What follows belongs to an exercise in optimizing a design on an open flow for small area, a short achievable clock period and few clock cycles per item; a production flow would make more cautious choices.
Where RTL was checked, it was by simulation tests only, not by an equivalence proof against the original.
Only the layout flow was run in runs 7 to 9; the RTL was not checked for function there.
No activity file was given, so power comes from the tool's default toggle rates.

**design/flow/config.mk**
```make
export PLATFORM = sky130hd
export DESIGN_NAME = wb_slave_register
export DESIGN_NICKNAME = wb_slave_register
export VERILOG_FILES = /design/flow/design.v
export SDC_FILE = /design/flow/constraint.sdc
export NUM_CORES = 4
export LEC_CHECK = 0
export CAP_MARGIN = 20
export CORE_MARGIN = 2
export CORE_UTILIZATION = 40
export SLEW_MARGIN = 20
```
**design/flow/constraint.sdc**
```tcl
create_clock -name core_clock -period 5.0 [get_ports {clk_i}]
set_input_delay 1.0000 -clock core_clock [delete_from_list [all_inputs] [get_ports {clk_i}]]
set_output_delay 1.0000 -clock core_clock [all_outputs]
set_load 0.01 [all_outputs]
```
**design/flow/design.v**
```verilog
`default_nettype none
module wb_slave_register #(
    parameter ADDR_WIDTH = 16,
    parameter DATA_WIDTH = 32,
    parameter GRANULE = 8,
    parameter REGISTER_NUM = 16,
    parameter SEL_WIDTH = DATA_WIDTH / GRANULE
) (
    input wire rst_i,
    input wire clk_i,
    input wire [ADDR_WIDTH-1:0] adr_i,
    input wire [DATA_WIDTH-1:0] dat_i,
    output reg [DATA_WIDTH-1:0] dat_o,
    input wire [SEL_WIDTH-1:0] sel_i,
    input wire we_i,
    input wire stb_i,
    output wire ack_o,
    output wire err_o,
    input wire cyc_i
);
    localparam [1:0] STATE_IDLE = 2'd0;
    localparam [1:0] STATE_PROCESS = 2'd1;
    localparam [1:0] STATE_WAIT_FOR_PHASE_END = 2'd2;
    reg [DATA_WIDTH-1:0] register_value [0:REGISTER_NUM-1];
    reg [ADDR_WIDTH-1:0] r_adr_i;
    reg [DATA_WIDTH-1:0] r_dat_i;
    reg [SEL_WIDTH-1:0] r_sel_i;
    reg r_we_i;
    reg ack;
    reg err;
    reg [1:0] state;
    integer i;
    always @(posedge clk_i) begin
        if (rst_i) begin
            state <= STATE_IDLE;
            ack <= 1'h0;
            err <= 1'h0;
            for (i = 0; i < REGISTER_NUM; i = i + 1) begin
                register_value[i] <= {DATA_WIDTH{1'h0}};
            end
        end else begin
            case (state)
                STATE_IDLE: begin
                    if (stb_i) begin
                        state <= STATE_PROCESS;
                        r_sel_i <= sel_i;
                        r_adr_i <= adr_i;
                        r_we_i <= we_i;
                        ack <= 1'h0;
                        err <= 1'h0;
                        if (we_i) begin
                            r_dat_i <= dat_i;
                        end
                    end
                end
                STATE_PROCESS: begin
                    if (r_adr_i >= REGISTER_NUM) begin
                        err <= 1'h1;
                        ack <= 1'h0;
                    end else begin
                        for (i = 0; i < SEL_WIDTH; i = i + 1) begin
                            if (r_sel_i[i]) begin
                                if (r_we_i) begin
                                    register_value[r_adr_i][i*GRANULE+:GRANULE] <= r_dat_i[i*GRANULE+:GRANULE];
                                end else begin
                                    dat_o[i*GRANULE+:GRANULE] <= register_value[r_adr_i][i*GRANULE+:GRANULE];
                                end
                            end
                        end
                        ack <= 1'h1;
                        err <= 1'h0;
                    end
                    state <= STATE_WAIT_FOR_PHASE_END;
                end
                STATE_WAIT_FOR_PHASE_END: begin
                    if (~stb_i) begin
                        state <= STATE_IDLE;
                        ack <= 1'h0;
                        err <= 1'h0;
                    end
                end
                default: ;
            endcase
        end
    end
    assign ack_o = ack;
    assign err_o = err;
endmodule
```
**design/flow/run.sh**
```bash
#!/bin/bash
# synth_recipe.tcl (not shown) runs the flow's synth.tcl, then flattens the netlist and writes it again
# the make line also repeats each setting of config.mk as NAME=value (left out here)
make -C /OpenROAD-flow-scripts/flow DESIGN_CONFIG=/design/flow/config.mk WORK_HOME=/design/flow/orfs CLKGATE_MAP_FILE= SYNTH_SCRIPT=/design/flow/synth_recipe.tcl finish
```
==> results_dict.tcl, run 1 <==
set metrics [dict create \
    cp_slowest_cell "nand2_1" \
    start_util_pct 40.4 \
    post-route-period-util_pct 70.7 \
    gp_congestion 0.767 \
    cts_max_path_buffers 3 \
    grt_max_degree 71 \
    antenna_found_initial 3 \
    multi_input_area_um2 8110 \
    drcViolationCount 0 \
    post_cts_buffers 0 \
    cp.depth 6 \
    holdPathStages 2 \
    synth_area_per_cell_um2 16.3 \
    die_area_um2 68400 \
    layout-drive-gt1-share_pct 19.7 \
    wire_per_inst_um 23.7 \
    routed-via-count 13900 \
    crit_end "register_value[2][6]$_SDFFCE_PN0P_" \
    max_freq_mhz 283 \
    synthToLayoutAreaGrowth_pct 15.0 \
    numCtsBuffers 66 \
    slew_headroom_pct 24.7 \
    rsz0062_at_grt "false" \
    post-route-util_pct 46.4 \
    synth_top_area_share_pct 67.5 \
    io_pins 91 \
    instances_no_fill 2636 \
    use_met1_pct 24.1 \
    core_area_um2 65700 \
    placed_cells 2522 \
    cap_viol_max_count 0 \
    grt_busiest_layer "met2" \
    die_w_um 262 \
    fillerInstances 5552 \
    drv_slew 0 \
    port_buffers 89 \
    p_per_area_nw_per_um2 393 \
    ctsHoldBuffers 0 \
    synth_area_um2 26500 \
    grt_pass1_wl_um 91400 \
    insertion_delay_ns 0.59 \
    synth.area.top_cells "edfxtp_1 68%, and2_1 12%, mux4_2 11%" \
    fp.dieH_um 262 \
    reg2reg_setup_slack_ns 1.46 \
    ir_drop_v 0.000250 \
    h-tree-depth 3 \
    synth-edff-count 597 \
    yosysSeqAreaShare_pct 68.1 \
    ys_async_sr_fraction_pct 0 \
    r2r_end "register_value[2][6]$_SDFFCE_PN0P_" \
    status "complete, no violations" \
    place_hpwl_um 39100 \
    timing.final.crit_period_ns 3.54 \
    synth_cells 1631 \
    critical-path-top-delay-family "simple AND/OR/NAND/NOR gates" \
    final_antenna_net_count 0 \
    rows 94 \
    cts.sinks 605 \
    cts_tree "yes" \
    tightest_slew_ns 1.12 \
    drt_first_iter_violations 1110 \
    critPathArrivalTime_ns 3.77 \
    end_kind "flip-flop" \
    yosysWarnings 1 \
    grt_util_all_layers_pct 18.6 \
    r2r-start "state[1]$_SDFFE_PP0P_" \
    finalHoldViolations 0 \
    final.setup.tns_ns 0 \
    synth_cell_types 30 \
    met3_usage_pct 3.24 \
    crit_type "reg -> reg" \
    cts.reportedPaths.clkPinSlew_ns 0.06 \
    finClkSkew_ns 0.0198 \
    r2r_cells 6 \
    synthTopCellsByCount "597 x edfxtp_1, 514 x and2_1, 128 x mux4_2" \
    start_kind "flip-flop" \
    worstPathBufferInverterCount 1 \
    grt_pass1_vias 14600 \
    hold_class "reg -> reg" \
    crit_required_ns 5.24 \
    synth_area_leader_cell "edfxtp_1" \
    nNetsFinal 1787 \
    num_antenna_cells 0 \
    seq_area_um2 18100 \
    drtPass1Iterations 7 \
    worst_slack_ns 1.46 \
    cp_slowest_stage_delay_ns 0.76 \
    wl_um 62400 \
    cp-startpoint "state[1]$_SDFFE_PP0P_" \
    yosysMostFrequentCell "edfxtp_1" \
    viasPerCell 5.26 \
    synth_ff_type "edfxtp_1" \
    leakage_nw 10.7 \
    ctsResizeCount 0 \
    met2_usage_pct 31.8 \
    finalSetupViolCount 0 \
    place_ws_ns 1.11 \
    path_cells "inv_1, ha_1, nor2b_1, nand2_1, nor3_2, or2_1" \
    crit_fanout 17 \
    synth.net_count 1692 \
    gr-total-overflow 0 \
    cts-root-buf "clkbuf_16" \
    ys_ff_latch 605 \
]
-- per-layer routing --
layer / part of all wire (%) / vias up
met5: 0.066 / -
met4: 2.4 / 6
met3: 5.9 / 113
met2: 51 / 372
met1: 41 / 7064
li1: - / 6306
-- cell type report --
type                            count  area share [%]
Sequential cell                   605            59.3
Multi-Input combinational cell    931            26.6
Clock buffer                       92            6.00
Timing Repair Buffer              119            3.83
Tap cell                          864            3.54
Clock inverter                     22           0.758
Inverter                            3          0.0369
-- cells in the final DEF, fill, tap and decap left out, types with 8 or more instances in the layout --
master	count
or2_2	46
nor3_2	45
and2_1	513
edfxtp_1	597
nand3_1	11
clkbuf_1	21
clkdlybuf4s50_1	88
a22oi_1	64
clkbuf_16	69
buf_4	26
or2_1	18
nor3_1	8
nor2_1	18
mux4_2	128
nand2_1	45
clkinv_1	9
-- metrics by stage --
step | cell area (um2) | hold WS [ns] | power, mW
2_1_floorplan | 26500 | 0.491 | 6.90
3_3_place_gp | 28400 | 0.491 | 7.38
3_5_place_dp | 28500 | 0.507 | 7.42
4_1_cts | 30500 | 0.520 | 12.1
5_1_grt | 30500 | 0.537 | 12.4
6_report | 30500 | 0.511 | 12.0
-- sequential cells by signal, indices dropped and copies added (netlist names), named ones only --
signal,count
err,1
r_dat_i,32
r_we_i,1
r_sel_i,4
register_value,512
dat_o,32
state,2
r_adr_i,16
ack,1
-- worst reg2reg max path: stages (launching register included) --
cell     delay, ns
dfxtp_1       0.34
inv_1         0.09
ha_1          0.24
nor2b_1       0.54
nand2_1       0.76
nor3_2        0.76
or2_1         0.46
-- worst min path at each step --
stage                        to             start
2_1_floorplan  ack$_SDFFE_PP0P_  ack$_SDFFE_PP0P_
3_3_place_gp   ack$_SDFFE_PP0P_  ack$_SDFFE_PP0P_
3_5_place_dp   err$_SDFFE_PP0P_  err$_SDFFE_PP0P_
4_1_cts        err$_SDFFE_PP0P_  err$_SDFFE_PP0P_
5_1_grt        err$_SDFFE_PP0P_  err$_SDFFE_PP0P_
6_report       err$_SDFFE_PP0P_  err$_SDFFE_PP0P_
-- report_power, final --
part           switching [mW]  internal, mW
combinational           0.694         0.570
sequential              0.231          5.79
clock                    1.91          2.81
total                    2.84          9.17
-- logic make-up after synthesis --
| logic type | after synthesis | synth area share (%) |
|---|---|---|
| muxes | 133 | 11.1 |
| adders and majority gates | 4 | 0.189 |
| buffers and inverters | 95 | 1.44 |
| and+or+nand+nor | 726 | 17.3 |
| DFF | 605 | 68.1 |
| AOI/OAI and AO/OA | 68 | 1.90 |
Testbench counts, summed over its fixed seeds: cycles 19,192, items 4,800.
==> run 2: changes to the inputs <==
==> design/flow/design.v (replaced) <==
`default_nettype none
module wb_slave_register #(
    parameter ADDR_WIDTH = 16,
    parameter DATA_WIDTH = 32,
    parameter GRANULE = 8,
    parameter REGISTER_NUM = 16,
    parameter SEL_WIDTH = DATA_WIDTH / GRANULE
) (
    input wire rst_i,
    input wire clk_i,
    input wire [ADDR_WIDTH-1:0] adr_i,
    input wire [DATA_WIDTH-1:0] dat_i,
    output reg [DATA_WIDTH-1:0] dat_o,
    input wire [SEL_WIDTH-1:0] sel_i,
    input wire we_i,
    input wire stb_i,
    output wire ack_o,
    output wire err_o,
    input wire cyc_i
);
    reg [DATA_WIDTH-1:0] register_value [0:REGISTER_NUM-1];
    wire in_range = (adr_i < REGISTER_NUM);
    wire [3:0] idx = adr_i[3:0];
    assign ack_o = stb_i & in_range;
    assign err_o = stb_i & ~in_range;
    wire wr = stb_i & we_i & in_range;
    wire [DATA_WIDTH-1:0] wdata = dat_i & {DATA_WIDTH{~rst_i}};
    integer i, b;
    always @(posedge clk_i) begin
        for (i = 0; i < REGISTER_NUM; i = i + 1) begin
            for (b = 0; b < SEL_WIDTH; b = b + 1) begin
                if (rst_i | (wr & (idx == i) & sel_i[b])) begin
                    register_value[i][b*GRANULE+:GRANULE] <= wdata[b*GRANULE+:GRANULE];
                end
            end
        end
    end
    always @(*) begin
        dat_o = register_value[idx];
    end
endmodule
--- a/design/flow/config.mk
+++ b/design/flow/config.mk
@@ -8,4 +8,5 @@
 export CAP_MARGIN = 20
 export CORE_MARGIN = 2
-export CORE_UTILIZATION = 40
+export CORE_UTILIZATION = 60
+export SETUP_SLACK_MARGIN = 2.0
 export SLEW_MARGIN = 20
==> run 2 against run 1 <==
Still clean. First-iteration DRC count increased by 140%. Worst setup slack got worse by 0.20 ns. Maximum frequency is 5.3% lower. Synthesized cell count is 21% lower. Sequential share of layout area down 3.4 points. Total power down 16%. Cell area decreased by 9.9%. Via count is 7.0% higher. Cell count decreased by 19%. Critical path depth increased by 2. Utilization increased by 34 points. Sequential power shrank 13%. Critical path type is now in -> out.
==> results_dict.tcl, run 2 <==
set metrics [dict create \
    crit_type "in -> out" \
    drtPass1Iterations 6 \
    final_common_cell "edfxtp_1" \
    synth_area_per_cell_um2 16.0 \
    drt_first_iter_violations 2679 \
    finalSetupViolCount 0 \
    drt-met1-wl_um 25800 \
    grt_util_all_layers_pct 40.7 \
    top_layer_used "met5" \
    largest_register "register_value" \
    crit_fanout 7 \
    end_kind "primary output" \
    die_w_um 190 \
    synthTopCellsByCount "512 x edfxtp_1, 77 x a22oi_1, 64 x nand2_1, 64 x o21bai_1, 50 x mux2i_1" \
    gr-total-overflow 0 \
    drv_slew 0 \
    numCtsBuffers 50 \
    layout_common_cells "512 x edfxtp_1, 193 x buf_4, 64 x o21bai_1" \
    synth.net_count 1349 \
    rows 68 \
    final_antenna_net_count 0 \
    fillerInstances 1812 \
    die_area_um2 36000 \
    grt_max_degree 54 \
    fp.dieH_um 190 \
    finalHoldViolations 0 \
    worst_slack_ns 1.27 \
    wl_met2_um 33400 \
    slew_headroom_pct 22.8 \
    viasPerCell 6.94 \
    leakage_nw 9.75 \
    start_kind "primary input" \
    final.setup.tns_ns 0 \
    synth_area_um2 20700 \
    ys_async_sr_fraction_pct 0 \
    multi_input_area_um2 5780 \
    cts.sinks 512 \
    hold_class "in -> reg" \
    place_hpwl_um 41500 \
    place_ws_ns 0.366 \
    cts_max_path_buffers 3 \
    num_antenna_cells 0 \
    critPathArrivalTime_ns 2.73 \
    antenna_found_initial 1 \
    synth_top_area_share_pct 74.3 \
    synth-edff-count 512 \
    h-tree-depth 2 \
    yosysMostFrequentCell "edfxtp_1" \
    holdPathStages 2 \
    post-route-util_pct 80.2 \
    p_per_area_nw_per_um2 368 \
    yosys-mux-area-fraction_pct 4.10 \
    post-route-period-util_pct 74.7 \
    yosysSeqAreaShare_pct 74.3 \
    min_from "rst_i" \
    tightest_slew_ns 1.16 \
    synth_xor_area_share_pct 0 \
    yosysWarnings 2 \
    status "complete, no violations" \
    routed-via-count 14800 \
    reg_top3 "register_value x512" \
    port_buffers 89 \
    largest_reg_flops 512 \
    wl_um 73800 \
    nNetsFinal 1706 \
    start_util_pct 60.4 \
    seq_area_um2 15400 \
    crit_required_ns 4.00 \
    io_pins 91 \
    grt_pass1_vias 14100 \
    cts.reportedPaths.clkPinSlew_ns 0.07 \
    wire_per_inst_um 34.5 \
    synth_cells 1292 \
    synthToLayoutAreaGrowth_pct 32.9 \
    synth_area_leader_cell "edfxtp_1" \
    synth_cell_types 63 \
    ys_ff_latch 512 \
    core_area_um2 34300 \
    grt_pass1_wl_um 101000 \
    min_to "register_value[1][29]$_DFFE_PP_" \
    cts-root-buf "clkbuf_16" \
    synth.area.top_cells "edfxtp_1 74%, a22oi_1 2.8%, mux2i_1 2.4%" \
    max_freq_mhz 268 \
    timing.final.crit_period_ns 3.73 \
    cts_tree "yes" \
    synth_ff_type "edfxtp_1" \
    synthAdderAreaFrac_pct 0 \
    ir_drop_v 0.000332 \
    drcViolationCount 0 \
    yosys.area_share.simple_pct 5.18 \
    rsz0062_at_grt "true" \
    whs_ns 1.26 \
    synth_compound_area_share_pct 13.8 \
    wl_met3_um 10700 \
    cap_viol_max_count 0 \
    synth_top_family_by_area "compound AO/OA/AOI/OAI gates" \
    gp_congestion 0.898 \
    layout-drive-gt1-share_pct 35.7 \
    power.total_mw 10.1 \
    ctsHoldBuffers 0 \
]
==> run 2: cell types whose count changed after synthesis, moves of 49 or more <==
| cell | previous run | this run |
|---|---|---|
| and2_1 | 514 | 5 |
| edfxtp_1 | 597 | 512 |
| mux2i_1 | 1 | 50 |
| mux4_2 | 128 | 4 |
| o21bai_1 | 0 | 64 |
==> run 2: through the flow <==
step                instances  cell area, um2
finish                   2138           27500
global route             2138           27500
CTS                      2100           26800
detailed placement       1884           23000
global placement         1884           23000
floorplan                1292           21200
==> run 2: how the worst max path moves through the flow <==
stage | to | slack [ns] | from
4_1_cts | dat_o[23] | 1.44 | adr_i[1]
3_3_place_gp | dat_o[23] | 0.37 | adr_i[1]
6_report | dat_o[23] | 1.27 | adr_i[3]
3_5_place_dp | dat_o[23] | 0.37 | adr_i[1]
5_1_grt | dat_o[7] | 1.30 | adr_i[3]
2_1_floorplan | dat_o[23] | 1.77 | adr_i[3]
==> run 2: cells by family after synthesis <==
kind of cell,after synthesis
DFF,512
AOI/OAI and AO/OA,387
and+or+nand+nor,220
buffers and inverters,96
muxes,77
==> run 2: power by group <==
| group | internal (mW) | total, mW | leakage, nW | switching [mW] |
|---|---|---|---|---|
| registers | 5.11 | 5.21 | 4.93 | 0.106 |
| logic | 0.553 | 1.28 | 4.06 | 0.729 |
| clock network | 2.07 | 3.62 | 0.756 | 1.56 |
| total | 7.73 | 10.1 | 9.75 | 2.39 |
==> run 2: final cells by class <==
class                   count  area share [%]
multi-input cells         686            21.0
inverters                   6           0.136
clock buffers              63            4.96
clock inverters            23           0.646
well taps                 455            2.07
flip-flops and latches    512            55.9
repair buffers            393            15.3
==> run 2: layer usage <==
metal  global-route usage (%)  up-vias
met5                        0        -
met4                     19.4        4
met3                     12.3      238
met2                     61.2     1294
met1                     55.1     7332
li1                         -     5961
==> run 2: worst max-delay path, stage by stage <==
cell and delay, ns:
buf_16 0.13, nor2b_4 0.16, buf_12 0.13, a22o_1 0.20, a222oi_1 0.42, o221ai_1 0.27, o22a_1 0.25, buf_2 0.15
==> run 2: repair_timing <==
item / in CTS / in global routing
setup buffers: 117 / 36
endpoints found under the setup margin: 37 / 34
gates cloned: 13 / 2
resized for setup: 345 / 103
pin swaps: 83 / 56
Testbench counts of run 2, summed over its fixed seeds: cycles 9,592, items 4,800.
==> run 3: changes to the inputs <==
--- a/design/flow/config.mk
+++ b/design/flow/config.mk
@@ -6,4 +6,5 @@
 export NUM_CORES = 4
 export LEC_CHECK = 0
+export ABC_CLOCK_PERIOD_IN_PS = 1000
 export CAP_MARGIN = 20
 export CORE_MARGIN = 2
==> run 3 against run 2 <==
Largest cell class unchanged. Total power did not move. Die area did not move. Critical endpoint unchanged. Via count did not move. Clock power barely moved. First-iteration DRC count did not move. Highest routed layer unchanged. Sequential share of layout area did not move. Count of clock-buffer cells in the layout did not move. Sequential power barely moved.
==> results_dict.tcl, run 3 <==
set metrics [dict create \
    crit_type "in -> out" \
    crit_fanout 7 \
    start_util_pct 60.4 \
    port_buffers 89 \
    crit_required_ns 4.00 \
    ys_ff_latch 512 \
    end_kind "primary output" \
    synth.area.top_cells "edfxtp_1 74%, a22oi_1 2.8%, mux2i_1 2.4%" \
    ir_drop_v 0.000332 \
    largest_register "register_value" \
    rows 68 \
    viasPerCell 6.94 \
    gr-total-overflow 0 \
    finalHoldViolations 0 \
    drv_slew 0 \
    cp_slowest_stage_delay_ns 0.42 \
    core_area_um2 34300 \
    synth_cell_types 63 \
    wire_per_inst_um 34.5 \
    cts-root-buf "clkbuf_16" \
    synth_ff_type "edfxtp_1" \
    cap_viol_max_count 0 \
    hold_class "in -> reg" \
    power.switching_mw 2.39 \
    reg_top3 "register_value x512" \
    numCtsBuffers 50 \
    final.setup.tns_ns 0 \
    power.total_mw 10.1 \
    slew_headroom_pct 22.8 \
    synthToLayoutAreaGrowth_pct 32.9 \
    synth_area_leader_cell "edfxtp_1" \
    synth_area_per_cell_um2 16.0 \
    routed-via-count 14800 \
    drtPass1Iterations 6 \
    drcViolationCount 0 \
    synth_top_area_share_pct 74.3 \
    synth_compound_area_share_pct 13.8 \
    path_cells "buf_16, nor2b_4, buf_12, a22o_1, a222oi_1, o221ai_1, o22a_1, buf_2" \
    seqPwrFrac_pct 51.5 \
    p_per_area_nw_per_um2 368 \
    finalSetupViolCount 0 \
    synth-edff-count 512 \
    multi_input_area_um2 5780 \
    h-tree-depth 2 \
    cts_max_path_buffers 3 \
    synthAdderAreaFrac_pct 0 \
    die_w_um 190 \
    seq_area_um2 15400 \
    nNetsFinal 1706 \
    synth_area_um2 20700 \
    fillerInstances 1812 \
    synth_cells 1292 \
    cts_tree "yes" \
    synth.net_count 1349 \
    synth_xor_area_share_pct 0 \
    synthTopCellsByCount "512 x edfxtp_1, 77 x a22oi_1, 64 x nand2_1, 64 x o21bai_1, 50 x mux2i_1" \
    post-route-period-util_pct 74.7 \
    cp_slowest_cell "a222oi_1" \
    place_hpwl_um 41500 \
    swShare_pct 23.6 \
    grt_util_all_layers_pct 40.7 \
    post-route-util_pct 80.2 \
    start_kind "primary input" \
    yosys.area_share.simple_pct 5.18 \
    antenna_found_initial 1 \
    instances_no_fill 2138 \
    p_comb_share_pct 12.7 \
    status "complete, no violations" \
    ys_async_sr_fraction_pct 0 \
    tightest_slew_ns 1.16 \
    min_from "rst_i" \
    rsz0062_at_grt "true" \
    grt_pass1_wl_um 101000 \
    cts.reportedPaths.clkPinSlew_ns 0.07 \
    max_freq_mhz 268 \
    critPathArrivalTime_ns 2.73 \
    num_antenna_cells 0 \
    cts.sinks 512 \
    yosys-mux-area-fraction_pct 4.10 \
    timing.final.crit_period_ns 3.73 \
    drt_first_iter_violations 2679 \
    yosysWarnings 2 \
    layout-drive-gt1-share_pct 35.7 \
    critical-path-top-delay-family "compound AO/OA/AOI/OAI gates" \
    worstPathBufferInverterCount 3 \
    final_antenna_net_count 0 \
    placed_cells 1884 \
    cp-startpoint "adr_i[3]" \
    yosysSeqAreaShare_pct 74.3 \
    grt_max_degree 54 \
    die_area_um2 36000 \
    leakage_nw 9.75 \
    layout_common_cells "512 x edfxtp_1, 193 x buf_4, 64 x o21bai_1" \
    yosysMostFrequentCell "edfxtp_1" \
    largest_reg_flops 512 \
    intPower_mw 7.73 \
    whs_ns 1.26 \
    grt_pass1_vias 14100 \
    synth_top_family_by_area "compound AO/OA/AOI/OAI gates" \
    io_pins 91 \
    gp_congestion 0.898 \
    final_common_cell "edfxtp_1" \
    clkPwrFrac_pct 35.8 \
    wl_um 73800 \
    fp.dieH_um 190 \
]
[run 3: final cells by class]
cell class	instances	area share, %
Sequential cell	512	55.9
Multi-Input combinational cell	686	21.0
Clock buffer	63	4.96
Clock inverter	23	0.646
Tap cell	455	2.07
Timing Repair Buffer	393	15.3
Inverter	6	0.136
[run 3: timing repair]
item | in CTS | in global routing
setup endpoints to repair | 37 | 34
pin swaps | 83 | 56
gates resized for setup | 345 | 103
gates cloned | 13 | 2
hold buffers | 0 | 0
setup buffers | 117 | 36
[run 3: final timing paths]
kind                               to  slack, ns  depth (start not counted)
max                         dat_o[23]       1.27                          8
min   register_value[1][29]$_DFFE_PP_       1.26                          2
[run 3: power by group through the flow]
stage,Sequential [mW],Combinational (mW),Clock [mW]
floorplan,5.25,0.538,0
global placement,5.26,0.980,0
detailed placement,5.28,0.987,0
CTS,5.20,1.17,3.61
global route,5.23,1.31,3.78
finish,5.21,1.28,3.62
[run 3: kinds of logic after synthesis]
kind of cell / count (synthesis)
AO/OA/AOI/OAI: 387
buffers and inverters: 96
multiplexers: 77
AND/OR/NAND/NOR: 220
flip-flops: 512
[run 3: layer usage]
metal | vias to the layer above | share of wire [%] | track usage [%]
met5 | - | 0.10 | 0
met1 | 7332 | 35 | 55.1
met2 | 1294 | 45 | 61.2
li1 | 5961 | - | -
met4 | 4 | 5.3 | 19.4
met3 | 238 | 14 | 12.3
[run 3: metrics by stage]
step / setup WS, ns / instance area [um2]
after global routing: 1.30 / 27500
final: 1.27 / 27500
after floorplan: 1.77 / 21200
after detailed placement: 0.366 / 23000
after global placement: 0.371 / 23000
after CTS: 1.44 / 26800
==> run 4: changes to the inputs <==
--- a/design/flow/config.mk
+++ b/design/flow/config.mk
@@ -6,8 +6,6 @@
 export NUM_CORES = 4
 export LEC_CHECK = 0
-export ABC_CLOCK_PERIOD_IN_PS = 1000
 export CAP_MARGIN = 20
 export CORE_MARGIN = 2
-export CORE_UTILIZATION = 60
-export SETUP_SLACK_MARGIN = 2.0
+export CORE_UTILIZATION = 40
 export SLEW_MARGIN = 20
==> run 4 against run 3 <==
Critical path type unchanged. Cell area shrank 10%. First-iteration DRC count shrank 25%. Die area up 49%. Total power fell by 3.2%. Clock power about the same. Non-clock buffer count down 153. Cell count up 3.6%. Count of clock-buffer cells in the layout increased by 4. Still clean. Critical endpoint is now dat_o[22]. Worst setup slack got worse by 1.0 ns.
==> results_dict.tcl, run 4 <==
set metrics [dict create \
    status "complete, no violations" \
    cpMostUsedCell "buf_4" \
    final.setup.tns_ns 0 \
    cp_slowest_stage_delay_ns 0.57 \
    instances_no_fill 2215 \
    port_buffers 89 \
    met3_usage_pct 5.81 \
    hold_class "in -> reg" \
    layout-drive-gt1-share_pct 17.5 \
    final_common_cell "edfxtp_1" \
    synth_area_leader_cell "edfxtp_1" \
    yosysWarnings 2 \
    drtPass1Iterations 6 \
    crit_fanout 28 \
    met2_usage_pct 38.8 \
    nNetsFinal 1553 \
    h-tree-depth 2 \
    post_cts_buffers 0 \
    grt_pass1_vias 12800 \
    grt_util_all_layers_pct 25.0 \
    wire_per_inst_um 30.4 \
    grt_pass1_wl_um 93800 \
    io_pins 91 \
    drt_first_iter_violations 2012 \
    viasPerCell 6.02 \
    crit_type "in -> out" \
    start_util_pct 40.4 \
    place_hpwl_um 43000 \
    synth_cells 1292 \
    grt_busiest_layer "met2" \
    cts_tree "yes" \
    synth_area_per_cell_um2 16.0 \
    gp_congestion 0.891 \
    synth.area.top_cells "edfxtp_1 74%, a22oi_1 2.8%, mux2i_1 2.4%" \
    end_kind "primary output" \
    largest_reg_flops 512 \
    synth_ff_type "edfxtp_1" \
    ctsHoldBuffers 0 \
    max_freq_mhz 209 \
    gr-total-overflow 0 \
    largest_register "register_value" \
    numCtsBuffers 52 \
    timing.final.crit_period_ns 4.78 \
    synth.net_count 1349 \
    drv_slew 0 \
    path_cells "buf_4, buf_4, nor2_2, buf_4, a22oi_1, o22ai_1, a2111oi_0, buf_4, a21oi_1, clkdlybuf4s50_1" \
    placed_cells 2121 \
    yosysSeqAreaShare_pct 74.3 \
    synth_top_area_share_pct 74.3 \
    core_area_um2 51200 \
    finalSetupViolCount 0 \
    ir_drop_v 0.000231 \
    cts_max_path_buffers 3 \
    ys_ff_latch 512 \
    fp.dieH_um 231 \
    critPathArrivalTime_ns 3.78 \
    p_per_area_nw_per_um2 397 \
    crit_required_ns 4.00 \
    rows 83 \
    post-route-period-util_pct 95.6 \
    grt_max_degree 97 \
    finalHoldViolations 0 \
    antenna_found_initial 1 \
    drcViolationCount 0 \
    cap_viol_max_count 0 \
    synth-edff-count 512 \
    final_antenna_net_count 0 \
    ys_async_sr_fraction_pct 0 \
    tightest_slew_ns 1.13 \
    min_from "dat_i[8]" \
    rsz0062_at_grt "false" \
    routed-via-count 13300 \
    leakage_nw 8.27 \
    cp-startpoint "adr_i[0]" \
    layout_common_cells "512 x edfxtp_1, 152 x buf_4, 84 x clkdlybuf4s50_1" \
    wl_um 67400 \
    reg_top3 "register_value x512" \
    cp_slowest_cell "a2111oi_0" \
    ctsResizeCount 0 \
    use_met1_pct 33.7 \
    power.total_mw 9.80 \
    synthTopCellsByCount "512 x edfxtp_1, 77 x a22oi_1, 64 x nand2_1, 64 x o21bai_1, 50 x mux2i_1" \
    slew_headroom_pct 24.5 \
    cts.sinks 512 \
    die_area_um2 53600 \
    cts-root-buf "clkbuf_16" \
    synthToLayoutAreaGrowth_pct 19.1 \
    start_kind "primary input" \
    yosysMostFrequentCell "edfxtp_1" \
    synth_cell_types 63 \
    cts.reportedPaths.clkPinSlew_ns 0.06 \
    synth_area_um2 20700 \
    die_w_um 231 \
]
## run 4: power by group
group	leakage (nW)	internal (mW)	switching (mW)
clock	0.755	2.04	1.58
sequential	4.93	5.10	0.0847
combinational	2.58	0.377	0.616
total	8.27	7.52	2.28
## run 4: worst max-delay path, delay by kind of cell
family / cells / cell delay [ns]
compound gates: 4 / 0.96
buf+inv: 5 / 1.73
simple gates: 1 / 0.06
## run 4: worst paths after layout
path	to	slack (ns)	depth (start not counted)
worst max-delay path	dat_o[22]	0.22	10
worst min-delay path	register_value[4][8]$_DFFE_PP_	1.17	2
## run 4: kinds of logic after synthesis
family	count (synthesis)	synth area share, %
AOI/OAI and AO/OA	387	13.8
buffers and inverters	96	2.67
DFF	512	74.3
muxes	77	4.10
and+or+nand+nor	220	5.18
## run 4: area by class of cell
class / instances / area (um2)
Antenna cell: 1 / 2.50
Clock buffer: 67 / 1380
Clock inverter: 25 / 169
Fill cell: 4385 / 26500
Inverter: 6 / 25.0
Multi-Input combinational cell: 684 / 4810
Sequential cell: 512 / 15400
Tap cell: 680 / 851
Timing Repair Buffer: 240 / 2050
## run 4: per-stage QoR
stage | setup WS (ns) | cell area (um2) | hold slack, ns | util [%]
final | 0.218 | 24700 | 1.17 | 48.2
after global routing | 0.112 | 24700 | 1.18 | 48.1
after CTS | 0.211 | 24600 | 1.29 | 48.1
after detailed placement | 0.223 | 23100 | 1.91 | 45.1
after global placement | 0.246 | 23100 | 1.91 | 45.1
after floorplan | 1.74 | 20700 | 1.42 | -
## run 4: routing by layer
layer  part of all wire, %  up-vias  wire length [um]
met4                   4.4        0              2950
met1                    39     6695             26200
li1                      -     5622                 -
met2                    46      852             30700
met3                    11      165              7600
met5                     0        -                 0
==> run 5: changes to the inputs <==
--- a/design/flow/design.v
+++ b/design/flow/design.v
@@ -20,8 +20,8 @@
 );
     reg [DATA_WIDTH-1:0] register_value [0:REGISTER_NUM-1];
+    reg ack;
+    reg err;
     wire in_range = (adr_i < REGISTER_NUM);
     wire [3:0] idx = adr_i[3:0];
-    assign ack_o = stb_i & in_range;
-    assign err_o = stb_i & ~in_range;
     wire wr = stb_i & we_i & in_range;
     wire [DATA_WIDTH-1:0] wdata = dat_i & {DATA_WIDTH{~rst_i}};
@@ -36,6 +36,17 @@
         end
     end
-    always @(*) begin
-        dat_o = register_value[idx];
+    always @(posedge clk_i) begin
+        if (rst_i) begin
+            ack <= 1'b0;
+            err <= 1'b0;
+        end else begin
+            ack <= stb_i & in_range & ~ack;
+            err <= stb_i & ~in_range & ~err;
+        end
     end
+    always @(posedge clk_i) begin
+        dat_o <= register_value[idx];
+    end
+    assign ack_o = ack;
+    assign err_o = err;
 endmodule
--- a/design/flow/config.mk
+++ b/design/flow/config.mk
@@ -8,4 +8,5 @@
 export CAP_MARGIN = 20
 export CORE_MARGIN = 2
-export CORE_UTILIZATION = 40
+export CORE_UTILIZATION = 60
+export SETUP_SLACK_MARGIN = 2.5
 export SLEW_MARGIN = 20
==> run 5 against run 4 <==
Critical path type is now in -> reg. Non-clock buffer count down 34. Global-route usage up 6.2 points. Utilization up 26 points. Worst hold slack worse by 0.76 ns. Area after synthesis up 4.7%. Total power up 6.2%. Worst setup slack better by 2.2 ns. Clock power up 8.0%. Count of clock-buffer cells in the layout up 9. Still clean. Wire length down 12%. Largest power group unchanged. Sequential cell count up 34. Critical path depth down 2.
==> results_dict.tcl, run 5 <==
set metrics [dict create \
    status "complete, no violations" \
    routed-via-count 13600 \
    layout_common_cells "512 x edfxtp_1, 80 x a22o_1, 75 x buf_4" \
    finalSetupViolCount 0 \
    start_kind "primary input" \
    post-route-period-util_pct 51.2 \
    yosysWarnings 2 \
    synth_cells 1396 \
    ctsHoldBuffers 0 \
    seqPwrFrac_pct 53.0 \
    crit_type "in -> reg" \
    critPathArrivalTime_ns 2.87 \
    yosysMostFrequentCell "edfxtp_1" \
    intPower_mw 8.09 \
    power.switching_mw 2.31 \
    layout-drive-gt1-share_pct 20.7 \
    fp.dieH_um 194 \
    timing.final.crit_period_ns 2.56 \
    p_comb_share_pct 9.3 \
    drv_slew 0 \
    synth.area.top_cells "edfxtp_1 71%, a22o_1 3.2%, dfxtp_1 3.1%" \
    cp_slowest_stage_delay_ns 0.54 \
    ir_drop_v 0.000300 \
    numCtsBuffers 53 \
    yosysSeqAreaShare_pct 74.1 \
    num_antenna_cells 0 \
    rows 69 \
    swShare_pct 22.2 \
    cts-root-buf "clkbuf_16" \
    synth_area_leader_cell "edfxtp_1" \
    die_area_um2 37700 \
    place_hpwl_um 36200 \
    fin_area_um2 26400 \
    synth_area_um2 21700 \
    crit_fanout 8 \
    grt_pass1_vias 13300 \
    clkPwrFrac_pct 37.6 \
    drt_first_iter_violations 1467 \
    viasPerCell 6.61 \
    rsz0062_at_grt "true" \
    largest_reg_flops 512 \
    nNetsFinal 1605 \
    cts.sinks 546 \
    cts.reportedPaths.clkPinSlew_ns 0.06 \
    hold_class "reg -> reg" \
    io_pins 91 \
    p_per_area_nw_per_um2 394 \
    place_area_um2 23600 \
    grt_util_all_layers_pct 31.2 \
    ys_ff_latch 546 \
    drtPass1Iterations 8 \
    gp_congestion 0.838 \
    cp_slowest_cell "or4_4" \
    antenna_found_initial 0 \
    wl_um 59000 \
    final_common_cell "edfxtp_1" \
    wire_per_inst_um 28.8 \
    final_antenna_net_count 0 \
    largest_register "register_value" \
    drcViolationCount 0 \
    die_w_um 194 \
    leakage_nw 9.03 \
    end_kind "flip-flop" \
    slew_headroom_pct 21.2 \
    cts_max_path_buffers 3 \
    cpMostUsedCell "buf_12" \
    cts_tree "yes" \
    synth_area_per_cell_um2 15.5 \
    synth_ff_type "edfxtp_1" \
    path_cells "clkbuf_2, or4_4, nor4_4, buf_12, nand2_8, buf_12, o21bai_1, buf_4" \
    synthToLayoutAreaGrowth_pct 21.8 \
    finClkSkew_ns 0.0152 \
    ys_async_sr_fraction_pct 0 \
    start_util_pct 60.9 \
    grt_pass1_wl_um 86100 \
    synth_cell_types 61 \
    finalHoldViolations 0 \
    crit_required_ns 5.31 \
    synth_top_area_share_pct 70.9 \
    whs_ns 0.409 \
    insertion_delay_ns 0.61 \
    synth-edff-count 512 \
    synthTopCellsByCount "512 x edfxtp_1, 80 x a22o_1, 66 x clkbuf_1" \
    h-tree-depth 2 \
    synth.net_count 1453 \
    grt_max_degree 72 \
    final.setup.tns_ns 0 \
    max_freq_mhz 391 \
    core_area_um2 35600 \
    cap_viol_max_count 0 \
    tightest_slew_ns 1.18 \
    reg_top3 "register_value x512, dat_o x32" \
    gr-total-overflow 0 \
    port_buffers 89 \
]
-- run 5: worst max-delay path, delay by kind of cell --
kind / cells / cell delay [ns]
simple gates: 3 / 0.98
buf+inv: 4 / 0.70
compound gates: 1 / 0.16
-- run 5: path summary, 6_finish.rpt --
check | start | end | slack [ns] | depth (start not counted)
worst max-delay path | adr_i[11] | register_value[13][13]$_DFFE_PP_ | 2.44 | 8
worst min-delay path | err$_SDFF_PP0_ | err$_SDFF_PP0_ | 0.41 | 1
worst max register to register | register_value[14][15]$_DFFE_PP_ | dat_o[15]$_DFF_P_ | 3.37 | 3
worst min register to register | err$_SDFF_PP0_ | err$_SDFF_PP0_ | 0.41 | 1
-- run 5: metal layers --
| layer | wire length (um) | global-route usage [%] | up-vias |
|---|---|---|---|
| li1 | - | - | 5898 |
| met1 | 24000 | 44.9 | 6825 |
| met2 | 27500 | 48.3 | 690 |
| met3 | 5010 | 4.56 | 151 |
| met4 | 2540 | 13.6 | 0 |
| met5 | 0 | 0 | - |
-- run 5: layout make-up --
class / count / area (um2)
clock buffers: 76 / 1520
repair buffers: 206 / 2180
fillers: 2260 / 9160
flip-flops and latches: 546 / 16100
well taps: 461 / 577
clock inverters: 23 / 190
multi-input cells: 728 / 5840
inverters: 13 / 48.8
-- run 5: power by group through the flow --
stage	Sequential, mW	Combinational [mW]	Clock (mW)
5_1_grt	5.55	1.02	4.10
2_1_floorplan	5.60	0.458	0
4_1_cts	5.52	0.929	3.94
3_5_place_dp	5.61	0.878	0
3_3_place_gp	5.60	0.867	0
6_report	5.52	0.971	3.91
-- run 5: repair_timing --
action                                  in CTS  in global routing
gates resized for setup                     96                 26
pin swaps                                   23                 22
endpoints found under the setup margin     544                449
cloned                                       2                  0
setup buffers                               34                 14
-- run 5: metrics by stage --
stage	std cells	power, mW	setup WS [ns]	utilization [%]
after detailed placement	1904	6.49	0.794	66.5
final	2053	10.4	2.44	74.3
after floorplan	1396	6.06	2.04	-
after global placement	1904	6.46	0.803	66.4
after global routing	2053	10.7	2.42	74.3
after CTS	2039	10.4	2.48	73.2
-- run 5: cell families (layout without fill, tap and decap cells) --
family | Yosys count | after routing | share of synthesized area, %
multiplexers | 18 | 18 | 0.848
AO/OA/AOI/OAI | 404 | 404 | 14.1
flip-flops | 546 | 546 | 74.1
buffers and inverters | 124 | 318 | 2.49
AND/OR/NAND/NOR | 304 | 306 | 8.47
Testbench counts of run 5, summed over its fixed seeds: cycles 14,392, items 4,800.
==> run 6: changes to the inputs <==
--- a/design/flow/config.mk
+++ b/design/flow/config.mk
@@ -9,4 +9,4 @@
 export CORE_MARGIN = 2
 export CORE_UTILIZATION = 60
-export SETUP_SLACK_MARGIN = 2.5
+export SETUP_SLACK_MARGIN = 3.0
 export SLEW_MARGIN = 20
==> run 6 against run 5 <==
Sequential share of layout area down 4.2 points. Total power up 4.9%. Register-to-register slack better by 0.09 ns. Maximum frequency down 3.6%. Utilization up 5.7 points. Global-route usage up 3.5 points. Via count up 6.8%. Clock skew up 0.0040 ns. Die area unchanged. Still clean on timing, DRC and antenna. Synthesized cell count unchanged.
==> results_dict.tcl, run 6 <==
set metrics [dict create \
    final_antenna_net_count 0 \
    largest_register "register_value" \
    power.switching_mw 2.46 \
    synth_top_family_by_area "compound AO/OA/AOI/OAI gates" \
    synth-edff-count 512 \
    crit_fanout 8 \
    num_antenna_cells 0 \
    synth_area_leader_cell "edfxtp_1" \
    largest_reg_flops 512 \
    synth_cell_types 61 \
    rsz0062_at_grt "true" \
    yosys-mux-area-fraction_pct 0.848 \
    synthTopCellsByCount "512 x edfxtp_1, 80 x a22o_1, 66 x clkbuf_1" \
    nNetsFinal 1666 \
    antenna_found_initial 1 \
    synth_ff_type "edfxtp_1" \
    fillerInstances 1869 \
    drcViolationCount 0 \
    crit_required_ns 5.29 \
    reg_top3 "register_value x512, dat_o x32" \
    grt_max_degree 67 \
    routed-via-count 14500 \
    tightest_slew_ns 0.837 \
    synth_xor_area_share_pct 0 \
    max_freq_mhz 376 \
    yosysMostFrequentCell "edfxtp_1" \
    crit_end "register_value[13][2]$_DFFE_PP_" \
    drv_slew 0 \
    numCtsBuffers 53 \
    synth_compound_area_share_pct 14.1 \
    die_area_um2 37700 \
    synth.area.top_cells "edfxtp_1 71%, a22o_1 3.2%, dfxtp_1 3.1%" \
    yosysWarnings 2 \
    cp_slowest_stage_delay_ns 0.55 \
    gp_congestion 0.829 \
    grt_pass1_wl_um 94500 \
    post-route-period-util_pct 53.1 \
    slew_headroom_pct 43.9 \
    start_util_pct 60.9 \
    end_kind "flip-flop" \
    ys_ff_latch 546 \
    ir_drop_v 0.000388 \
    viasPerCell 6.85 \
    cap_viol_max_count 0 \
    layout-drive-gt1-share_pct 32.5 \
    post-route-util_pct 79.9 \
    crit_type "in -> reg" \
    placed_cells 1889 \
    drt_first_iter_violations 2114 \
    reg2reg_setup_slack_ns 3.46 \
    fp.dieH_um 194 \
    gr-total-overflow 0 \
    intPower_mw 8.44 \
    cts.sinks 546 \
    wire_per_inst_um 32.0 \
    seqPwrFrac_pct 50.7 \
    synth_area_um2 21700 \
    r2r_cells 3 \
    status "complete, no violations" \
    cts.reportedPaths.clkPinSlew_ns 0.06 \
    worstPathBufferInverterCount 4 \
    io_pins 91 \
    cts-root-buf "clkbuf_16" \
    synth_area_per_cell_um2 15.5 \
    core_area_um2 35600 \
    r2r_end "dat_o[5]$_DFF_P_" \
    p_comb_share_pct 10.7 \
    layout_common_cells "512 x edfxtp_1, 80 x a22o_1, 59 x o21bai_4, 59 x buf_4, 58 x clkbuf_16" \
    cp-startpoint "adr_i[5]" \
    start_kind "primary input" \
    cp.depth 8 \
    cts_max_path_buffers 3 \
    h-tree-depth 2 \
    instances_no_fill 2115 \
    yosysSeqAreaShare_pct 74.1 \
    wl_um 67700 \
    synth_cells 1396 \
    drtPass1Iterations 7 \
    synth.net_count 1453 \
    die_w_um 194 \
    grt_pass1_vias 14000 \
    cts_tree "yes" \
    ys_async_sr_fraction_pct 0 \
    critPathArrivalTime_ns 2.94 \
    r2r-start "register_value[14][5]$_DFFE_PP_" \
    place_hpwl_um 35600 \
    synth_top_area_share_pct 70.9 \
    hold_class "reg -> reg" \
    path_cells "buf_6, or4_4, nor4_4, buf_6, buf_12, nand2_8, o21bai_1, buf_4" \
    critical-path-top-delay-family "simple AND/OR/NAND/NOR gates" \
    clkPwrFrac_pct 38.6 \
    synthAdderAreaFrac_pct 0 \
    leakage_nw 9.96 \
    yosys.area_share.simple_pct 8.47 \
    grt_util_all_layers_pct 34.7 \
    finalHoldViolations 0 \
    cpMostUsedCell "buf_6" \
    timing.final.crit_period_ns 2.66 \
    rows 69 \
    finClkSkew_ns 0.0192 \
    insertion_delay_ns 0.61 \
    synthToLayoutAreaGrowth_pct 31.1 \
    finalSetupViolCount 0 \
    final.setup.tns_ns 0 \
    ctsHoldBuffers 0 \
    port_buffers 89 \
    swShare_pct 22.6 \
    cp_slowest_cell "or4_4" \
    final_common_cell "edfxtp_1" \
    p_per_area_nw_per_um2 384 \
]
==> run 6: cell counts after synthesis <==
Identical to the previous run, type by type.
==> run 6: layer usage <==
layer	GRT usage (%)	share of wire [%]	wire length, um	vias up
li1	-	-	-	6031
met1	45.6	36	24500	7215
met2	56.5	48	32800	1016
met3	6.66	10	6930	228
met4	16.3	5.2	3520	0
met5	0	0	0	-
==> run 6: power by group through the flow <==
stage	logic [mW]	registers, mW	clock network (mW)
2_1_floorplan	0.512	5.61	0
3_3_place_gp	0.887	5.60	0
3_5_place_dp	0.899	5.61	0
4_1_cts	1.06	5.52	4.20
5_1_grt	1.21	5.56	4.41
6_report	1.16	5.54	4.21
==> run 6: what timing repair did <==
item / 4_1_cts / 5_1_grt
resized for setup: 367 / 83
setup endpoints to repair: 959 / 766
pin swaps: 90 / 59
gates cloned: 14 / 3
buffers inserted: 91 / 18
==> run 6: kinds of logic after synthesis <==
family,count (synthesis)
AOI/OAI and AO/OA,404
buffers and inverters,124
DFF,546
muxes,18
and+or+nand+nor,304
==> run 6: area by class of cell <==
cell class | count | area [um2] | share of cell area (%)
clock buffer | 71 | 1490 | 5.23
sequential | 546 | 16100 | 56.5
timing repair buffer | 263 | 3330 | 11.7
multi-input combinational | 732 | 6560 | 23.1
tap | 461 | 577 | 2.03
clock inverter | 29 | 353 | 1.24
inverter | 13 | 48.8 | 0.172
==> run 6: worst min path at each step <==
stage	from	end	slack [ns]	cells after the start
after floorplan	register_value[0][25]$_DFFE_PP_	dat_o[25]$_DFF_P_	0.43	1
after global placement	ack$_SDFF_PP0_	ack$_SDFF_PP0_	0.41	1
after detailed placement	err$_SDFF_PP0_	err$_SDFF_PP0_	0.41	1
after CTS	err$_SDFF_PP0_	err$_SDFF_PP0_	0.41	1
after global routing	ack$_SDFF_PP0_	ack$_SDFF_PP0_	0.43	1
final	err$_SDFF_PP0_	err$_SDFF_PP0_	0.41	1
==> run 6: through the flow <==
| step | power (mW) | hold slack (ns) | cell area, um2 | setup slack, ns |
|---|---|---|---|---|
| after floorplan | 6.12 | 0.429 | 22700 | 2.04 |
| after global placement | 6.48 | 0.408 | 23800 | 0.861 |
| after detailed placement | 6.51 | 0.410 | 23800 | 0.808 |
| after CTS | 10.8 | 0.412 | 27800 | 2.49 |
| after global routing | 11.2 | 0.432 | 28400 | 2.34 |
| final | 10.9 | 0.411 | 28400 | 2.34 |
==> run 7: changes to the inputs <==
--- a/design/flow/design.v
+++ b/design/flow/design.v
@@ -24,5 +24,5 @@
     wire in_range = (adr_i < REGISTER_NUM);
     wire [3:0] idx = adr_i[3:0];
-    wire wr = stb_i & we_i & in_range;
+    wire wr = ack & we_i;
     wire [DATA_WIDTH-1:0] wdata = dat_i & {DATA_WIDTH{~rst_i}};
     integer i, b;
--- a/design/flow/config.mk
+++ b/design/flow/config.mk
@@ -6,7 +6,8 @@
 export NUM_CORES = 4
 export LEC_CHECK = 0
+export ABC_CLOCK_PERIOD_IN_PS = 1000
 export CAP_MARGIN = 20
 export CORE_MARGIN = 2
 export CORE_UTILIZATION = 60
-export SETUP_SLACK_MARGIN = 3.0
+export SETUP_SLACK_MARGIN = 2.5
 export SLEW_MARGIN = 20
==> run 7 against run 6 <==
Die area grew 0.20%. Critical path type unchanged. Largest power group unchanged. Still clean. Cell area shrank 12%. Sequential share of layout area grew 7.7 points. Via count shrank 10%. Critical path depth shrank 5. Clock power shrank 9.0%. Sequential power is essentially flat. Utilization shrank 9.7 points. Synthesized cell count shrank 2.2%. Total power shrank 6.1%. Largest cell class unchanged. Register-to-register slack lost 0.17 ns. Combinational power shrank 23%.
==> results_dict.tcl, run 7 <==
set metrics [dict create \
    reg_top3 "register_value x512, dat_o x32" \
    layout_common_cells "512 x edfxtp_1, 85 x a22oi_1, 79 x clkdlybuf4s50_1" \
    synthAdderAreaFrac_pct 0 \
    synth_area_um2 21700 \
    drtPass1Iterations 5 \
    largest_reg_flops 512 \
    antenna_found_initial 0 \
    crit_type "in -> reg" \
    slew_headroom_pct 25.0 \
    synth.area.top_cells "edfxtp_1 71%, dfxtp_1 3.1%, a22oi_1 2.9%" \
    synth_top_area_share_pct 70.8 \
    synth_area_per_cell_um2 15.9 \
    drt_first_iter_violations 1405 \
    synth.net_count 1422 \
    timing.final.crit_period_ns 2.49 \
    synth_xor_area_share_pct 0 \
    grt_max_degree 98 \
    synth_ff_type "edfxtp_1" \
    end_kind "flip-flop" \
    p_per_area_nw_per_um2 410 \
    leakage_nw 8.62 \
    cp-startpoint "we_i" \
    status "complete, no violations" \
    grt_pass1_vias 12700 \
    synth_top_family_by_area "compound AO/OA/AOI/OAI gates" \
    cts_max_path_buffers 3 \
    core_area_um2 35600 \
    insertion_delay_ns 0.57 \
    numCtsBuffers 51 \
    grt_util_all_layers_pct 30.0 \
    rsz0062_at_grt "true" \
    crit_end "register_value[7][16]$_DFFE_PP_" \
    start_kind "primary input" \
    drcViolationCount 0 \
    final_common_cell "edfxtp_1" \
    cts.sinks 546 \
    die_w_um 194 \
    seq_area_um2 16100 \
    num_antenna_cells 0 \
    fillerInstances 2400 \
    synth_area_leader_cell "edfxtp_1" \
    finalHoldViolations 0 \
    ctsHoldBuffers 0 \
    ir_drop_v 0.000297 \
    gr-total-overflow 0 \
    die_area_um2 37700 \
    final.setup.tns_ns 0 \
    yosys-mux-area-fraction_pct 1.66 \
    routed-via-count 13000 \
    critPathArrivalTime_ns 2.69 \
    io_pins 91 \
    cts_tree "yes" \
    fp.dieH_um 194 \
    crit_required_ns 5.21 \
    synth-edff-count 512 \
    wire_per_inst_um 29.1 \
    largest_register "register_value" \
    synthTopCellsByCount "512 x edfxtp_1, 85 x a22oi_1, 54 x a22o_1, 54 x buf_2, 51 x a21oi_1" \
    r2r-start "ack$_SDFF_PP0_" \
    fin_area_um2 25000 \
    nNetsFinal 1506 \
    multi_input_area_um2 5230 \
    reg2reg_setup_slack_ns 3.29 \
    cts-root-buf "clkbuf_16" \
    wl_um 56800 \
    synth_cell_types 67 \
    layout-drive-gt1-share_pct 14.7 \
    final_antenna_net_count 0 \
    finalSetupViolCount 0 \
    rows 69 \
    drv_slew 0 \
    port_buffers 89 \
    max_freq_mhz 402 \
    whs_ns 0.445 \
    synth_compound_area_share_pct 13.6 \
    cap_viol_max_count 0 \
    yosysSeqAreaShare_pct 73.9 \
    tightest_slew_ns 1.12 \
    r2r_cells 2 \
    synth_cells 1365 \
    ys_ff_latch 546 \
    h-tree-depth 2 \
    yosys.area_share.simple_pct 7.58 \
    viasPerCell 6.65 \
    yosysWarnings 2 \
    hold_class "reg -> reg" \
    crit_fanout 11 \
    grt_pass1_wl_um 82700 \
    synthToLayoutAreaGrowth_pct 15.0 \
    post-route-util_pct 70.2 \
    finClkSkew_ns 0.0121 \
    gp_congestion 0.822 \
    post-route-period-util_pct 49.8 \
    yosysMostFrequentCell "edfxtp_1" \
    place_hpwl_um 33900 \
    place_area_um2 22900 \
    r2r_end "register_value[7][16]$_DFFE_PP_" \
    start_util_pct 61.1 \
    cts.reportedPaths.clkPinSlew_ns 0.06 \
    ys_async_sr_fraction_pct 0 \
]
==> run 7: timing repair <==
action | in CTS | in global routing
cloned | 2 | 0
setup endpoints to repair | 490 | 194
pin swaps | 2 | 0
gates resized for setup | 61 | 27
buffers inserted | 11 | 0
endpoints found under the hold margin | 0 | 0
==> run 7: area by class of cell <==
type,instances,share of cell area [%]
Timing Repair Buffer,140,5.54
Clock buffer,76,6.01
Tap cell,461,2.31
Sequential cell,546,64.3
Multi-Input combinational cell,692,20.9
Inverter,18,0.270
Clock inverter,19,0.656
==> run 7: worst min path at each step <==
stage	depth (start not counted)	slack (ns)	end	startpoint
after floorplan	1	0.44	dat_o[28]$_DFF_P_	register_value[0][28]$_DFFE_PP_
after global placement	1	0.40	err$_SDFF_PP0_	err$_SDFF_PP0_
after detailed placement	1	0.43	err$_SDFF_PP0_	err$_SDFF_PP0_
after CTS	1	0.44	err$_SDFF_PP0_	err$_SDFF_PP0_
after global routing	1	0.45	err$_SDFF_PP0_	err$_SDFF_PP0_
final	1	0.45	err$_SDFF_PP0_	err$_SDFF_PP0_
==> run 7: cell families (layout without fill, tap and decap cells) <==
family          count (synthesis)  after routing
buf+inv                       129            253
compound gates                395            395
mux                            35             35
simple gates                  260            262
flops                         546            546
==> run 7: worst max-delay path, stage by stage <==
cell and delay, ns:
clkdlybuf4s50_1 0.71, and3_1 0.50, a21o_1 0.47
==> run 7: report_power, final <==
| part | internal, mW | total (mW) | switching, mW |
|---|---|---|---|
| clock network | 2.23 | 3.83 | 1.60 |
| registers | 5.42 | 5.52 | 0.101 |
| logic | 0.341 | 0.889 | 0.548 |
| total | 7.99 | 10.2 | 2.25 |
==> run 7: metrics by stage <==
stage | setup WS, ns | cells | total power [mW]
final | 2.51 | 1952 | 10.2
after CTS | 2.50 | 1952 | 10.2
after detailed placement | 1.16 | 1844 | 6.46
after floorplan | 2.43 | 1365 | 6.06
after global placement | 1.25 | 1844 | 6.43
after global routing | 2.44 | 1952 | 10.5
==> run 7: layer usage <==
metal	up-vias	wire, um	global-route usage (%)
met2	686	26300	46.5
met3	100	5810	6.58
li1	5681	-	-
met1	6519	23000	42.8
met5	-	0	0
met4	0	1650	9.99
==> run 8: changes to the inputs <==
--- a/design/flow/config.mk
+++ b/design/flow/config.mk
@@ -10,4 +10,4 @@
 export CORE_MARGIN = 2
 export CORE_UTILIZATION = 60
-export SETUP_SLACK_MARGIN = 2.5
+export SETUP_SLACK_MARGIN = 2.8
 export SLEW_MARGIN = 20
==> run 8 against run 7 <==
First-iteration DRC count up 7.5%. Total power about the same. Sequential cell count unchanged. Combinational power up 6.7%. Critical endpoint is now dat_o[15]$_DFF_P_. Count of clock-buffer cells in the layout up 4. Still clean. Clock skew about the same.
==> results_dict.tcl, run 8 <==
set metrics [dict create \
    seqPwrFrac_pct 53.8 \
    crit_type "in -> reg" \
    synth_cells 1365 \
    crit_fanout 52 \
    finClkSkew_ns 0.0120 \
    place_area_um2 23400 \
    hold_class "reg -> reg" \
    final_common_cell "edfxtp_1" \
    cts.reportedPaths.clkPinSlew_ns 0.06 \
    status "complete, no violations" \
    intPower_mw 7.95 \
    wl_met2_um 27400 \
    synth_area_per_cell_um2 15.9 \
    power.switching_mw 2.30 \
    nNetsFinal 1518 \
    leakage_nw 8.92 \
    start_kind "primary input" \
    reg_top3 "register_value x512, dat_o x32" \
    viasPerCell 6.72 \
    drtPass1Iterations 5 \
    die_area_um2 37700 \
    synthToLayoutAreaGrowth_pct 19.3 \
    grt_pass1_wl_um 85200 \
    synth_area_leader_cell "edfxtp_1" \
    crit_required_ns 5.47 \
    yosysSeqAreaShare_pct 73.9 \
    gr-total-overflow 0 \
    top_layer_used "met4" \
    grt_max_degree 82 \
    ys_ff_latch 546 \
    drt-met1-wl_um 23800 \
    numCtsBuffers 53 \
    finalSetupViolCount 0 \
    power.total_mw 10.2 \
    synth.net_count 1422 \
    core_area_um2 35600 \
    final_antenna_net_count 0 \
    swShare_pct 22.4 \
    ir_drop_v 0.000362 \
    gp_congestion 0.824 \
    max_freq_mhz 450 \
    fin_area_um2 25900 \
    largest_register "register_value" \
    start_util_pct 61.1 \
    placed_cells 1826 \
    io_pins 91 \
    clkPwrFrac_pct 36.9 \
    synthTopCellsByCount "512 x edfxtp_1, 85 x a22oi_1, 54 x a22o_1, 54 x buf_2, 51 x a21oi_1" \
    wl_met3_um 5430 \
    cts.sinks 546 \
    synth_cell_types 67 \
    cts-root-buf "clkbuf_16" \
    cap_viol_max_count 0 \
    ctsHoldBuffers 0 \
    largest_reg_flops 512 \
    ys_async_sr_fraction_pct 0 \
    drv_slew 0 \
    synth-edff-count 512 \
    wire_per_inst_um 29.8 \
    slew_headroom_pct 25.4 \
    cts_tree "yes" \
    grt_util_all_layers_pct 31.0 \
    num_antenna_cells 0 \
    h-tree-depth 2 \
    p_per_area_nw_per_um2 395 \
    p_comb_share_pct 9.3 \
    grt_pass1_vias 13200 \
    critPathArrivalTime_ns 2.69 \
    layout_common_cells "512 x edfxtp_1, 85 x a22oi_1, 54 x a22o_1" \
    rsz0062_at_grt "true" \
    cts_max_path_buffers 3 \
    place_hpwl_um 33400 \
    tightest_slew_ns 1.12 \
    drcViolationCount 0 \
    synth_top_area_share_pct 70.8 \
    finalHoldViolations 0 \
    timing.final.crit_period_ns 2.22 \
    instances_no_fill 1961 \
    synth_area_um2 21700 \
    synth_ff_type "edfxtp_1" \
    final.setup.tns_ns 0 \
    post-route-period-util_pct 44.5 \
    wl_um 58400 \
    antenna_found_initial 0 \
    fillerInstances 2248 \
    insertion_delay_ns 0.59 \
    rows 69 \
    drt_first_iter_violations 1510 \
    fp.dieH_um 194 \
    synth.area.top_cells "edfxtp_1 71%, dfxtp_1 3.1%, a22oi_1 2.9%" \
    routed-via-count 13200 \
    yosysWarnings 2 \
    end_kind "flip-flop" \
    die_w_um 194 \
    layout-drive-gt1-share_pct 20.6 \
    yosysMostFrequentCell "edfxtp_1" \
    port_buffers 89 \
]
==> run 8: metal layers <==
metal | track usage, % | vias to the layer above
met1 | 44.1 | 6678
met5 | 0 | -
met4 | 11.2 | 0
li1 | - | 5699
met3 | 6.24 | 115
met2 | 48.3 | 693
==> run 8: path summary, 6_finish.rpt <==
check	startpoint	end	slack [ns]	cells past startpoint
max reg2reg	ack$_SDFF_PP0_	register_value[15][9]$_DFFE_PP_	3.36	3
min	err$_SDFF_PP0_	err$_SDFF_PP0_	0.42	1
min reg2reg	err$_SDFF_PP0_	err$_SDFF_PP0_	0.42	1
max	adr_i[1]	dat_o[15]$_DFF_P_	2.78	6
==> run 8: power groups by stage <==
stage               Combinational (mW)  Clock, mW  Sequential, mW
floorplan                        0.526          0            5.60
global placement                 0.875          0            5.59
detailed placement               0.887          0            5.61
CTS                              0.924       3.80            5.52
global route                      1.00       3.97            5.55
finish                           0.949       3.78            5.52
==> run 8: layout make-up <==
class	count	area (um2)	share of cell area, %
tap	461	577	2.23
timing repair buffer	151	1670	6.43
inverter	18	67.6	0.261
sequential	546	16100	62.0
clock inverter	14	93.8	0.362
multi-input combinational	691	5910	22.8
clock buffer	80	1540	5.93
==> run 8: through the flow <==
stage | utilization [%] | worst slack (ns) | hold WS, ns
2_1_floorplan | - | 2.70 | 0.439
3_3_place_gp | 65.9 | 1.34 | 0.410
3_5_place_dp | 65.9 | 1.29 | 0.418
4_1_cts | 72.2 | 2.55 | 0.426
5_1_grt | 72.9 | 2.77 | 0.452
6_report | 72.9 | 2.78 | 0.423
==> run 8: cells by family (layout without fill, tap and decap cells) <==
group | after synthesis | in the layout | share of synthesized area, %
buffers and inverters | 129 | 263 | 3.24
AO/OA/AOI/OAI | 395 | 395 | 13.6
multiplexers | 35 | 35 | 1.66
AND/OR/NAND/NOR | 260 | 261 | 7.58
flip-flops | 546 | 546 | 73.9
==> run 8: worst max-delay path, stage by stage <==
cell	delay (ns)
buf_16	0.18
nor2_4	0.46
buf_4	0.38
a22o_1	0.21
a2111oi_2	0.08
a31oi_2	0.34
==> run 8: what timing repair did <==
item | 4_1_cts | 5_1_grt
pin swaps | 9 | 7
setup buffers | 30 | 7
gates resized for setup | 109 | 34
setup endpoints to repair | 722 | 452
cloned | 4 | 0
==> run 9: changes to the inputs <==
--- a/design/flow/config.mk
+++ b/design/flow/config.mk
@@ -6,8 +6,7 @@
 export NUM_CORES = 4
 export LEC_CHECK = 0
-export ABC_CLOCK_PERIOD_IN_PS = 1000
 export CAP_MARGIN = 20
 export CORE_MARGIN = 2
 export CORE_UTILIZATION = 60
-export SETUP_SLACK_MARGIN = 2.8
+export SETUP_SLACK_MARGIN = 3.2
 export SLEW_MARGIN = 20
==> run 9 against run 8 <==
Wire length grew 30%. First-iteration DRC count grew 40%. Total power grew 6.0%. Count of clock-buffer cells in the layout shrank 6. Die area is the same. Combinational power grew 42%. Non-clock buffer count grew 156. Sequential share of layout area shrank 7.3 points. Area after synthesis is the same. Critical endpoint is now dat_o[15]. Largest cell class unchanged. Highest routed layer is now met5.
==> results_dict.tcl, run 9 <==
set metrics [dict create \
    yosys-mux-area-fraction_pct 1.66 \
    whs_ns 0.421 \
    largest_reg_flops 512 \
    start_util_pct 61.1 \
    nNetsFinal 1685 \
    synthAdderAreaFrac_pct 0 \
    cts_tree "yes" \
    path_cells "buf_6" \
    insertion_delay_ns 0.62 \
    final_common_cell "edfxtp_1" \
    synth_cells 1365 \
    grt_pass1_vias 14700 \
    cts.sinks 546 \
    r2r_cells 4 \
    ys_async_sr_fraction_pct 0 \
    cp_slowest_stage_delay_ns 0.36 \
    layout_common_cells "512 x edfxtp_1, 81 x buf_4, 64 x a22oi_1" \
    drcViolationCount 0 \
    cap_viol_max_count 0 \
    yosys.area_share.simple_pct 7.58 \
    largest_register "register_value" \
    finClkSkew_ns 0.0228 \
    critPathArrivalTime_ns 1.10 \
    cts-root-buf "clkbuf_16" \
    critical-path-top-delay-family "flip-flops" \
    synth_top_family_by_area "compound AO/OA/AOI/OAI gates" \
    synth_xor_area_share_pct 0 \
    wl_met2_um 34800 \
    numCtsBuffers 54 \
    num_antenna_cells 0 \
    final.setup.tns_ns 0 \
    core_area_um2 35600 \
    antenna_found_initial 2 \
    synth_area_per_cell_um2 15.9 \
    synth_cell_types 67 \
    drtPass1Iterations 6 \
    yosysSeqAreaShare_pct 73.9 \
    grt_util_all_layers_pct 38.1 \
    h-tree-depth 2 \
    yosysMostFrequentCell "edfxtp_1" \
    worstPathBufferInverterCount 1 \
    slew_headroom_pct 47.0 \
    die_area_um2 37700 \
    holdPathStages 1 \
    status "complete, no violations" \
    crit_type "reg -> out" \
    cp_slowest_cell "dfxtp_2" \
    rows 69 \
    synth_area_um2 21700 \
    post-route-util_pct 82.8 \
    synth-edff-count 512 \
    wl_um 76000 \
    drt-met1-wl_um 26000 \
    cts.reportedPaths.clkPinSlew_ns 0.07 \
    tightest_slew_ns 0.792 \
    cp.depth 1 \
    crit_required_ns 4.00 \
    reg_top3 "register_value x512, dat_o x32" \
    timing.final.crit_period_ns 2.10 \
    ir_drop_v 0.000344 \
    drt_first_iter_violations 2109 \
    ys_ff_latch 546 \
    port_buffers 89 \
    final_antenna_net_count 0 \
    grt_max_degree 51 \
    io_pins 91 \
    hold_class "reg -> reg" \
    finalHoldViolations 0 \
    layout-drive-gt1-share_pct 37.6 \
    start_kind "flip-flop" \
    grt_pass1_wl_um 102000 \
    post-route-period-util_pct 41.9 \
    fp.dieH_um 194 \
    gp_congestion 0.805 \
    cts_max_path_buffers 3 \
    end_kind "primary output" \
    drv_slew 0 \
    synth.net_count 1422 \
    yosysWarnings 2 \
    max_freq_mhz 477 \
    wire_per_inst_um 35.7 \
    die_w_um 194 \
    ctsHoldBuffers 0 \
    synth_top_area_share_pct 70.8 \
    synth_compound_area_share_pct 13.6 \
    place_hpwl_um 33700 \
    synth_area_leader_cell "edfxtp_1" \
    gr-total-overflow 0 \
    viasPerCell 7.20 \
    synthToLayoutAreaGrowth_pct 35.5 \
    routed-via-count 15400 \
    p_per_area_nw_per_um2 369 \
    synthTopCellsByCount "512 x edfxtp_1, 85 x a22oi_1, 54 x a22o_1, 54 x buf_2, 51 x a21oi_1" \
    synth_ff_type "edfxtp_1" \
    leakage_nw 10.4 \
    rsz0062_at_grt "true" \
    synth.area.top_cells "edfxtp_1 71%, dfxtp_1 3.1%, a22oi_1 2.9%" \
    crit_fanout 1 \
    top_layer_used "met5" \
    wl_met3_um 10500 \
    finalSetupViolCount 0 \
]
-- run 9: cell types whose count changed in the layout (fill, tap and decap cells not counted), moves of 20 or more --
cell | previous run | this run
a22oi_1 | 85 | 64
a22oi_2 | 0 | 21
buf_12 | 18 | 61
buf_16 | 2 | 25
buf_4 | 38 | 81
buf_6 | 6 | 59
dlygate4sd2_1 | 24 | 4
-- run 9: repair_timing --
action	4_1_cts	5_1_grt
pin swaps	106	87
setup endpoints to repair	878	590
endpoints found under the hold margin	0	0
cloned	33	6
resized for setup	392	110
buffers inserted	134	32
-- run 9: worst paths after layout --
path         slack, ns                to                             from
max               2.90         dat_o[15]                dat_o[15]$_DFF_P_
max reg2reg       3.37  dat_o[1]$_DFF_P_  register_value[15][1]$_DFFE_PP_
min               0.42    err$_SDFF_PP0_                   err$_SDFF_PP0_
min reg2reg       0.42    err$_SDFF_PP0_                   err$_SDFF_PP0_
-- run 9: per-stage QoR --
| step | instance area [um2] | power [mW] | setup slack (ns) | instances |
|---|---|---|---|---|
| 2_1_floorplan | 22800 | 6.15 | 2.70 | 1365 |
| 3_3_place_gp | 23700 | 6.48 | 1.40 | 1828 |
| 3_5_place_dp | 23700 | 6.51 | 1.37 | 1828 |
| 4_1_cts | 28600 | 10.6 | 2.92 | 2094 |
| 5_1_grt | 29400 | 11.1 | 2.89 | 2132 |
| 6_report | 29400 | 10.9 | 2.90 | 2132 |
-- run 9: cell type report --
class	count	area, um2
flip-flops and latches	546	16100
fillers	1697	6130
well taps	461	577
inverters	18	67.6
multi-input cells	701	6850
clock buffers	74	1520
repair buffers	307	4160
clock inverters	25	183
-- run 9: power breakdown --
| part | internal, mW | total [mW] | switching (mW) |
|---|---|---|---|
| Combinational | 0.609 | 1.35 | 0.742 |
| Sequential | 5.42 | 5.55 | 0.127 |
| Clock | 2.23 | 3.96 | 1.74 |
| Total | 8.26 | 10.9 | 2.61 |
-- run 9: kinds of logic after synthesis --
family,after synthesis
muxes,35
and+or+nand+nor,260
buffers and inverters,129
AOI/OAI and AO/OA,395
DFF,546
-- run 9: routing by layer --
| metal | vias to the layer above | track usage [%] |
|---|---|---|
| li1 | 6082 | - |
| met1 | 7597 | 49.3 |
| met2 | 1346 | 59.0 |
| met3 | 324 | 10.3 |
| met4 | 2 | 20.7 |
| met5 | - | 0 |

Setup slack of run 9, layout unchanged: 2.903 ns with ideal ports, 2.797 ns with driving cells assumed (clock clkbuf_16, inputs buf_2), 2.122 ns with port delays also shifted by the 0.675 ns mid clock arrival.
